Source: an optimization exercise on an open RTL-to-GDS flow (aim: small area and a short achievable clock period). Production flows keep margins and buffers that such runs may drop. Function was checked by simulation only, so behaviour that the tests miss may differ from the original.

==> 11-24 <==
Design MAC, start of the top module:
module MAC(A,B,out,clk,reset);
	input [15:0] A,B;
	input clk,reset;
	output [35:0] out;
	reg [35:0] acc;
	wire [35:0] nxt;
	always @(posedge clk or posedge reset)
	begin
		if(reset)
			acc <= 36'd0;
		else
			acc <= nxt;
	end
	assign out = acc;
	wire [255:0] pp;
	genvar gi;
	generate for (gi = 0; gi < 16; gi = gi + 1) begin : ppg
		assign pp[16*gi+15:16*gi] = A & {16{B[gi]}};
	end endgenerate
	wire hs1;
	wire hc2;
	wire fs3;
	wire fc4;
	wire hs5;
	wire hc6;
	wire fs7;
	wire fc8;
	wire fs9;
	wire fc10;
	wire hs11;
	wire hc12;
	wire fs13;
	wire fc14;
	wire fs15;
	wire fc16;
	wire fs17;
	wire fc18;
	wire hs19;
	wire hc20;
	wire fs21;
	wire fc22;
	wire fs23;
	wire fc24;
	wire fs25;
	wire fc26;
	wire fs27;
	wire fc28;
	wire hs29;
	wire hc30;
	wire fs31;
	wire fc32;
	wire fs33;
	wire fc34;
	wire fs35;
	wire fc36;
	wire fs37;
	wire fc38;
	wire fs39;
	wire fc40;
	wire hs41;
	wire hc42;
	wire fs43;
	wire fc44;
	wire fs45;
	wire fc46;
	wire fs47;
	wire fc48;
	wire fs49;
	wire fc50;
	wire fs51;
	wire fc52;
	wire fs53;
	wire fc54;
	wire hs55;
	wire hc56;
	wire fs57;
	wire fc58;
	wire fs59;
	wire fc60;
	wire fs61;
	wire fc62;
	wire fs63;
	wire fc64;
	wire fs65;
	wire fc66;
	wire fs67;
	wire fc68;
	wire fs69;
	wire fc70;
	wire hs71;
	wire hc72;
	wire fs73;
	wire fc74;
	wire fs75;
	wire fc76;
	wire fs77;
	wire fc78;
	wire fs79;
	wire fc80;
	wire fs81;
	wire fc82;
	wire fs83;
	wire fc84;
	wire fs85;
	wire fc86;
	wire fs87;
	wire fc88;
	wire hs89;
	wire hc90;
	wire fs91;
	wire fc92;
	wire fs93;
	wire fc94;
	wire fs95;
	wire fc96;
	wire fs97;
	wire fc98;
	wire fs99;
	wire fc100;
	wire fs101;
	wire fc102;
	wire fs103;
	wire fc104;
	wire fs105;
	wire fc106;
	wire fs107;
	wire fc108;
	wire hs109;
	wire hc110;
  ...
clock: 19.0 ns
lec_check: 0
cap_margin: 20
core_margin: 2
core_utilization: 40
slew_margin: 20
synth_hierarchical: 1
synth_minimum_keep_size: 0
standard.sh (not shown) runs the stock make flow with config.mk's settings and CLKGATE_MAP_FILE= SYNTH_SCRIPT=/design/flow/synth_recipe.tcl, a recipe that flattens the netlist after the stock synthesis.
==> flow/flow/run.sh <==
#!/bin/bash
# The standard layout (standard synthesis, floorplan, place, CTS, route), with repair_timing
# asked for a larger setup slack than 0 so that it keeps shortening the critical path.
# Each tool's full output is also kept by ORFS under orfs/logs/.
set -euo pipefail
MARGIN=$(cat flow/setup_margin.txt)
bash standard.sh SETUP_SLACK_MARGIN=$MARGIN finish > make_finish.log 2>&1
==> flow/flow/setup_margin.txt <==
10
==> inputs of 07-21, as changes to 11-24 <==
--- a/flow/design.v
+++ b/flow/design.v
@@ -1,7 +1,12 @@
+module NOT16(a, y);
+	input [15:0] a;
+	output [15:0] y;
+	assign y = ~a;
+endmodule
 module FA(A,B,C,sum, carry);
 	input A,B,C;
 	output sum,carry;
 	assign sum = A^B^C;
 	assign carry = (A&B) | (B&C) | (C&A);
 endmodule
 module HA(A,B,sum, carry);
@@ -22,16 +27,28 @@
 			acc <= 36'd0;
 		else
 			acc <= nxt;
 	end
 	assign out = acc;
 	wire [255:0] pp;
 	genvar gi;
+	wire [15:0] An0, Bn0;
+	NOT16 ina0(A, An0);
+	NOT16 inb0(B, Bn0);
+	wire [15:0] An1, Bn1;
+	NOT16 ina1(A, An1);
+	NOT16 inb1(B, Bn1);
+	genvar gj;
 	generate for (gi = 0; gi < 16; gi = gi + 1) begin : ppg
-		assign pp[16*gi+15:16*gi] = A & {16{B[gi]}};
+		for (gj = 0; gj < 16; gj = gj + 1) begin : ppc
+			wire an, bn;
+			assign an = (gi * 2 / 16 == 0) ? An0[gj] : An1[gj];
+			assign bn = (gj * 2 / 16 == 0) ? Bn0[gi] : Bn1[gi];
+			assign pp[16*gi+gj] = ~(an | bn);
+		end
 	end endgenerate
 	wire hs1;
 	wire hc2;
 	wire fs3;
 	wire fc4;
 	wire hs5;
 	wire hc6;
==> flow/flow/run.sh (replaced) <==
#!/bin/bash
# The standard layout (standard synthesis, floorplan, place, CTS, route) with two changes:
# repair_timing is asked for a larger setup slack than 0 (flow/setup_margin.txt) so that it
# keeps shortening the critical path, and the port buffers that every input and output gets
# are sky130_fd_sc_hd__buf_1 (flow/port_buffer.txt) instead of the delay cell buffer_ports
# picks by default; repair_timing then sizes the ones on critical paths.
# Make's full output goes to make_finish.log; each tool's own log is under orfs/logs/.
set -euo pipefail
MARGIN=$(cat flow/setup_margin.txt)
PBUF=$(cat flow/port_buffer.txt)
bash standard.sh SETUP_SLACK_MARGIN=$MARGIN "BUFFER_PORTS_ARGS=-buffer_cell $PBUF" finish > make_finish.log 2>&1
==> flow/flow/port_buffer.txt (new file) <==
sky130_fd_sc_hd__buf_1
==> flow/flow/setup_margin.txt (replaced) <==
10.3
==> flow/config.mk (replaced) <==
export PLATFORM = sky130hd
export DESIGN_NAME = MAC
export DESIGN_NICKNAME = MAC
export VERILOG_FILES = /design/flow/design.v
export SDC_FILE = /design/flow/constraint.sdc
export NUM_CORES = 4
export LEC_CHECK = 0
export CAP_MARGIN = 20
export CORE_MARGIN = 2
export CORE_UTILIZATION = 65
export SLEW_MARGIN = 20
export SYNTH_HIERARCHICAL = 1
export SYNTH_MINIMUM_KEEP_SIZE = 0
==> inputs of 06-02, as changes to 11-24 <==
--- a/flow/design.v
+++ b/flow/design.v
@@ -1,7 +1,12 @@
+module NOT16(a, y);
+	input [15:0] a;
+	output [15:0] y;
+	assign y = ~a;
+endmodule
 module FA(A,B,C,sum, carry);
 	input A,B,C;
 	output sum,carry;
 	assign sum = A^B^C;
 	assign carry = (A&B) | (B&C) | (C&A);
 endmodule
 module HA(A,B,sum, carry);
@@ -22,16 +27,28 @@
 			acc <= 36'd0;
 		else
 			acc <= nxt;
 	end
 	assign out = acc;
 	wire [255:0] pp;
 	genvar gi;
+	wire [15:0] An0, Bn0;
+	NOT16 ina0(A, An0);
+	NOT16 inb0(B, Bn0);
+	wire [15:0] An1, Bn1;
+	NOT16 ina1(A, An1);
+	NOT16 inb1(B, Bn1);
+	genvar gj;
 	generate for (gi = 0; gi < 16; gi = gi + 1) begin : ppg
-		assign pp[16*gi+15:16*gi] = A & {16{B[gi]}};
+		for (gj = 0; gj < 16; gj = gj + 1) begin : ppc
+			wire an, bn;
+			assign an = (gi * 2 / 16 == 0) ? An0[gj] : An1[gj];
+			assign bn = (gj * 2 / 16 == 0) ? Bn0[gi] : Bn1[gi];
+			assign pp[16*gi+gj] = ~(an | bn);
+		end
 	end endgenerate
 	wire hs1;
 	wire hc2;
 	wire fs3;
 	wire fc4;
 	wire hs5;
 	wire hc6;
==> flow/flow/run.sh (replaced) <==
#!/bin/bash
# The standard layout (standard synthesis, floorplan, place, CTS, route) with two changes:
# repair_timing is asked for a larger setup slack than 0 (flow/setup_margin.txt) so that it
# keeps shortening the critical path, and the port buffers that every input and output gets
# are sky130_fd_sc_hd__buf_1 (flow/port_buffer.txt) instead of the delay cell buffer_ports
# picks by default; repair_timing then sizes the ones on critical paths.
# Make's full output goes to make_finish.log; each tool's own log is under orfs/logs/.
set -euo pipefail
MARGIN=$(cat flow/setup_margin.txt)
PBUF=$(cat flow/port_buffer.txt)
bash standard.sh SETUP_SLACK_MARGIN=$MARGIN "BUFFER_PORTS_ARGS=-buffer_cell $PBUF" finish > make_finish.log 2>&1
==> flow/flow/port_buffer.txt (new file) <==
sky130_fd_sc_hd__buf_1
==> flow/flow/setup_margin.txt (replaced) <==
10.2
==> flow/config.mk (replaced) <==
export PLATFORM = sky130hd
export DESIGN_NAME = MAC
export DESIGN_NICKNAME = MAC
export VERILOG_FILES = /design/flow/design.v
export SDC_FILE = /design/flow/constraint.sdc
export NUM_CORES = 4
export LEC_CHECK = 0
export CAP_MARGIN = 20
export CORE_MARGIN = 2
export CORE_UTILIZATION = 65
export CTS_BUF_LIST = sky130_fd_sc_hd__clkbuf_2 sky130_fd_sc_hd__clkbuf_4 sky130_fd_sc_hd__clkbuf_8
export SLEW_MARGIN = 20
export SYNTH_HIERARCHICAL = 1
export SYNTH_MINIMUM_KEEP_SIZE = 0
==> impl_table.tex <==
\begin{tabular}{lr}
\hline
Metric & Value \\
\hline
\multicolumn{2}{l}{\textbf{Status}} \\
Result of the run & complete, no violations \\
\multicolumn{2}{l}{\textbf{Die}} \\
FP Rows & 41 \\
\multicolumn{2}{l}{\textbf{Final layout}} \\
Highest-count cells in the layout ignoring fill and taps & sky130\_fd\_sc\_hd\_\_nor2\_1 (265), sky130\_fd\_sc\_hd\_\_fa\_1 (236), sky130\_fd\_sc\_hd\_\_inv\_1 (72) \\
Fraction of standard cell area in multi-input logic & 0.7921 \\
\multicolumn{2}{l}{\textbf{Setup path}} \\
Required time of the critical path & roughly 19000 ps \\
\multicolumn{2}{l}{\textbf{Clock tree}} \\
Register clock-pin slew on the reported worst setup and hold paths & approximately 100 ps \\
\# resized after CTS & 14 \\
\multicolumn{2}{l}{\textbf{Synthesis}} \\
Share of Yosys cell area claimed by the top area cell type & 0.5668 \\
\hline
\end{tabular}
The numbers above come from 06-02.

==> impl_table.tex <==
\begin{tabular}{lr}
\hline
Metric & Value \\
\hline
\multicolumn{2}{l}{\textbf{Clock tree}} \\
Register clock-pin slew on the reported worst setup and hold paths & 70 ps \\
\multicolumn{2}{l}{\textbf{Synthesis}} \\
Share of Yosys cell area claimed by the top area cell type & 0.5471 \\
\multicolumn{2}{l}{\textbf{Final layout}} \\
Highest-count cells in the layout ignoring fill and taps & sky130\_fd\_sc\_hd\_\_and2\_1 (255), sky130\_fd\_sc\_hd\_\_fa\_1 (235), sky130\_fd\_sc\_hd\_\_ha\_1 (37), sky130\_fd\_sc\_hd\_\_clkdlybuf4s50\_1 (37), sky130\_fd\_sc\_hd\_\_dfrtp\_1 (36) \\
Fraction of standard cell area in multi-input logic & 0.7796 \\
\multicolumn{2}{l}{\textbf{Status}} \\
Result of the run & complete, no violations \\
\multicolumn{2}{l}{\textbf{Setup path}} \\
Required time of the critical path & roughly 19000 ps \\
\multicolumn{2}{l}{\textbf{Die}} \\
FP Rows & 53 \\
\hline
\end{tabular}
The numbers above come from 11-24.

==> impl_table.tex <==
\begin{tabular}{lr}
\hline
Metric & Value \\
\hline
\multicolumn{2}{l}{\textbf{Synthesis}} \\
Share of Yosys cell area claimed by the top area cell type & 0.5668 \\
\multicolumn{2}{l}{\textbf{Clock tree}} \\
Register clock-pin slew on the reported worst setup and hold paths & approximately 70 ps \\
\# resized after CTS & 19 \\
\multicolumn{2}{l}{\textbf{Final layout}} \\
Fraction of standard cell area in multi-input logic & 0.7748 \\
Highest-count cells in the layout ignoring fill and taps & sky130\_fd\_sc\_hd\_\_nor2\_1 (251), sky130\_fd\_sc\_hd\_\_fa\_1 (230), sky130\_fd\_sc\_hd\_\_buf\_1 (62) \\
\multicolumn{2}{l}{\textbf{Status}} \\
Result of the run & complete, no violations \\
\multicolumn{2}{l}{\textbf{Setup path}} \\
Required time of the critical path & about 19000 ps \\
\hline
\end{tabular}
The numbers above come from 07-21.

static timing again, ports no longer ideal:
Ports are ideal in the flow. The routed layouts listed here were re-timed in OpenROAD. Step 1: set_driving_cell puts a clkbuf_16 on clk and a buf_2 on each other input, an assumption about the parent block. Step 2 times the ports against the registers' clock, not the clock port: input delays grow and output delays shrink by t, the midpoint of the rising clock arrivals with the driver on. Three values: no drivers, after step 1, after step 2; two values: the first two.
run	t, ns	slack for setup (ns)	worst setup path at the end	worst register clock-pin slew, ns	cell pins on the clock port's net
11-24	0.345	10.138 / 10.158 / 9.813	input to register	0.07 / 0.07	1
07-21	0.334	10.391 / 10.399 / 10.066	input to register	0.07 / 0.07	1
06-02	0.352	10.288 / 10.305 / 9.953	input to register	0.10 / 0.10	1
After both steps every run listed still meets setup and hold. The setup slack of 06-02, which loses most, moves by +0.017 ns with the drivers and by -0.335 ns with both steps.
